This design comes from an exercise in tuning for small area on the open sky130 flow, not from production work.

==> flow/design.v <==
module viterbi(in0, in1, in2, in3, in4, in5, in6, in7, out, clk, reset, error);
    input [2:0] in0;
    input [2:0] in1;
    input [2:0] in2;
    input [2:0] in3;
    input [2:0] in4;
    input [2:0] in5;
    input [2:0] in6;
    input [2:0] in7;
    output [2:0] out;
    input clk;
    input reset;
    output error;
    wire sl0 = in0 > in4;
    wire sl1 = in1 > in5;
    wire sl2 = in2 > in6;
    wire sl3 = in3 > in7;
    reg [2:0] s0, s1, s2, s3;
    reg [3:0] sel;                   
    always @(posedge clk) begin
        if (!reset) begin
            s0 <= 3'd0; s1 <= 3'd0; s2 <= 3'd0; s3 <= 3'd0; sel <= 4'd0;
        end else begin
            s0 <= sl0 ? in4 : in0;
            s1 <= sl1 ? in5 : in1;
            s2 <= sl2 ? in6 : in2;
            s3 <= sl3 ? in7 : in3;
            sel <= {sl3, sl2, sl1, sl0};
        end
    end
    reg [3:0] m0, m1, m2, m3;
    wire smA = m0 > m2, ssA = s0 > s2;
    wire smB = m1 > m3, ssB = s1 > s3;
    wire [3:0] mlA = smA ? m2 : m0, mhA = smA ? m0 : m2;
    wire [3:0] mlB = smB ? m3 : m1, mhB = smB ? m1 : m3;
    wire [2:0] slA = ssA ? s2 : s0, shA = ssA ? s0 : s2;
    wire [2:0] slB = ssB ? s3 : s1, shB = ssB ? s1 : s3;
    wire [3:0] dA = mhA - mlA, dB = mhB - mlB;
    wire [2:0] eA = shA - slA, eB = shB - slB;
    wire [4:0] baseA = mlA + slA, baseB = mlB + slB;     
    wire [4:0] topA = mhA + shA, topB = mhB + shB;       
    assign error = topA[4] | topB[4];
    wire dgtA = dA > eA, dltA = dA < eA;
    wire dgtB = dB > eB, dltB = dB < eB;
    wire [3:0] dlA = dgtA ? eA : dA, dlB = dgtB ? eB : dB;    
    wire a0 = smA ? (ssA | dgtA) : (ssA & dltA);
    wire a1 = smA ? (~ssA | dgtA) : (~ssA & dltA);
    wire a2 = smB ? (ssB | dgtB) : (ssB & dltB);
    wire a3 = smB ? (~ssB | dgtB) : (~ssB & dltB);
    wire b01 = (smA & (s0 < s2)) | (ssA & (m0 < m2));       
    wire b23 = (smB & (s1 < s3)) | (ssB & (m1 < m3));       
    wire bab = baseA > baseB;
    wire [1:0] control = {bab, bab ? b23 : b01};
    wire [4:0] hi = bab ? baseA : baseB, lo = bab ? baseB : baseA;
    wire [4:0] o = hi - lo;
    wire [3:0] oA = bab ? o[3:0] : 4'd0, oB = bab ? 4'd0 : o[3:0];
    wire [3:0] hA = oA + dlA, hB = oB + dlB;
    wire alA = smA == ssA, alB = smB == ssB;                   
    always @(posedge clk) begin
        if (!reset) begin
            m0 <= 4'd0; m1 <= 4'd0; m2 <= 4'd0; m3 <= 4'd0;
        end else begin
            m0 <= alA ? oA : hA;
            m1 <= alA ? hA : oA;
            m2 <= alB ? oB : hB;
            m3 <= alB ? hB : oB;
        end
    end
    reg [3:0] ah [0:11];
    reg [3:0] sh [0:11];
    integer i;
    always @(posedge clk) begin
        ah[0] <= {a3, a2, a1, a0};
        sh[0] <= sel;
        for (i = 1; i < 12; i = i + 1) begin
            ah[i] <= ah[i-1];
            sh[i] <= sh[i-1];
        end
    end
    reg [3:0] cnt;
    always @(posedge clk) begin
        if (!reset) cnt <= 4'd0;
        else if (cnt != 4'd12) cnt <= cnt + 4'd1;
    end
    wire valid = cnt == 4'd12;
    wire [12:0] h;
    assign h[0] = control[0];
    assign h[1] = control[1];
    genvar g;
    generate
        for (g = 0; g < 11; g = g + 1) begin : trace
            wire t1 = h[g] ? ah[g][3] : ah[g][2];
            wire t0 = h[g] ? ah[g][1] : ah[g][0];
            assign h[g+2] = h[g+1] ? t1 : t0;
        end
    endgenerate
    wire x = h[12] ? (h[11] ? ~ah[11][3] : ah[11][2]) : (h[11] ? ~ah[11][1] : ah[11][0]);
    wire sb = x ? (h[12] ? sh[11][3] : sh[11][2]) : (h[12] ? sh[11][1] : sh[11][0]);
    assign out = valid ? {sb, x, h[12]} : 3'd0;
endmodule
Settings: LEC_CHECK=0, CAP_MARGIN=20, CORE_MARGIN=2, CORE_UTILIZATION=40, SLEW_MARGIN=20; clock period 12.0 ns.
standard.sh (not shown) runs the stock make flow with config.mk's settings and CLKGATE_MAP_FILE= SYNTH_SCRIPT=/design/flow/synth_recipe.tcl, a recipe that flattens the netlist after the stock synthesis.
==> flow/flow/run.sh <==
#!/bin/bash
# Own layout flow: the standard layout (standard.sh) with these changes:
#  * synthesis: ABC maps the logic with an area-oriented script (flow/area.abc)
#    instead of ORFS's delay-oriented one, without ORFS's Kogge-Stone adder
#    map and full/half-adder extraction.  Flip-flops, their names and cells
#    are the standard synthesis's.
#  * port buffers are the smallest buffer, sky130_fd_sc_hd__buf_1 (every port
#    is still buffered);
#  * CTS uses small clock buffers and no dummy loads.
# Each tool's output goes to a log file in this folder.
set -euo pipefail
W=$(pwd)
ORIG=$(grep -o 'SYNTH_SCRIPT=[^ ]*' standard.sh | head -1 | cut -d= -f2- | tr -d "'\"")
sed "s#SYNTH_SCRIPT=[^ ]*#SYNTH_SCRIPT=$W/flow/synth_wrap.tcl#" standard.sh > my_standard.sh
export ORIG_SYNTH_SCRIPT="$ORIG"
export MY_ABC_SCRIPT="$W/flow/area.abc"
export ADDER_MAP_FILE=
export SYNTH_OPERATIONS_ARGS=-noshare
export BUFFER_PORTS_ARGS="-buffer_cell sky130_fd_sc_hd__buf_1"
export CTS_ARGS="-sink_clustering_enable -repair_clock_nets -dont_use_dummy_load -buf_list sky130_fd_sc_hd__clkbuf_2 sky130_fd_sc_hd__clkbuf_4"
bash my_standard.sh synth > synth.log 2>&1
bash my_standard.sh > layout.log 2>&1
==> flow/flow/area.abc <==
strash
dch -f
amap
topo
==> flow/flow/synth_wrap.tcl <==
# Runs the standard flow's synthesis script unchanged, except that the abc call uses
# MY_ABC_SCRIPT (area-oriented) in place of its -script, without -D.
proc abc {args} {
  set out {}
  set skip 0
  foreach a $args {
    if { $skip } { set skip 0; continue }
    if { $a eq "-script" || $a eq "-D" } { set skip 1; continue }
    lappend out $a
  }
  yosys abc -script $::env(MY_ABC_SCRIPT) {*}$out
}
source $::env(ORIG_SYNTH_SCRIPT)
The baseline aborted during clock tree synthesis.
Rerun with:
==> flow/flow/run.sh (replaced) <==
#!/bin/bash
# Own layout flow: the standard layout (standard.sh), with one change in
# synthesis: ABC maps the logic with an area-oriented script (flow/area.abc)
# instead of ORFS's delay-oriented one, and without ORFS's Kogge-Stone adder
# map and full/half-adder extraction.  Everything else, flip-flops and their
# names included, is the standard synthesis and layout.
set -euo pipefail
W=$(pwd)
ORIG=$(grep -o 'SYNTH_SCRIPT=[^ ]*' standard.sh | head -1 | cut -d= -f2- | tr -d "'\"")
sed "s#SYNTH_SCRIPT=[^ ]*#SYNTH_SCRIPT=$W/flow/synth_wrap.tcl#" standard.sh > my_standard.sh
export ORIG_SYNTH_SCRIPT="$ORIG"
export MY_ABC_SCRIPT="$W/flow/area.abc"
export ADDER_MAP_FILE=
export SYNTH_OPERATIONS_ARGS=-noshare
bash my_standard.sh synth > synth.log 2>&1
bash my_standard.sh > layout.log 2>&1
Effect:
- The changed run passed the timing, DRC and antenna checks
- synthesized area is unchanged
- synthesized cell count does not change
Function was not checked in any run of this note: the RTL went through the layout flow alone.

[what the ideal ports hide]
In the flow no input, the clock included, has a driving cell. The finished layout below was timed again as built, in two steps. Step 1 assumes that a clkbuf_16 drives the clock port and a buf_2 every other input. Step 2 times the ports against the registers' clock, not the clock port: input delays grow and output delays shrink by t, the midpoint of the rising clock arrivals with the driver on. a / b / c = no drivers / after step 1 / after step 2; a / b = the first two.
run: the second run
shift t [ns]: 0.453
slack for setup (ns): 0.818 / 0.780 / 1.233
clock arrival spread, ns: 0.010 / 0.010
worst data-port slew with drivers (ns): 0.03
cell pins on the clock port's net: 1
After both steps the second run still meets setup and hold. The setup slack of the second run moves by -0.038 ns with the drivers and by +0.415 ns with both steps.
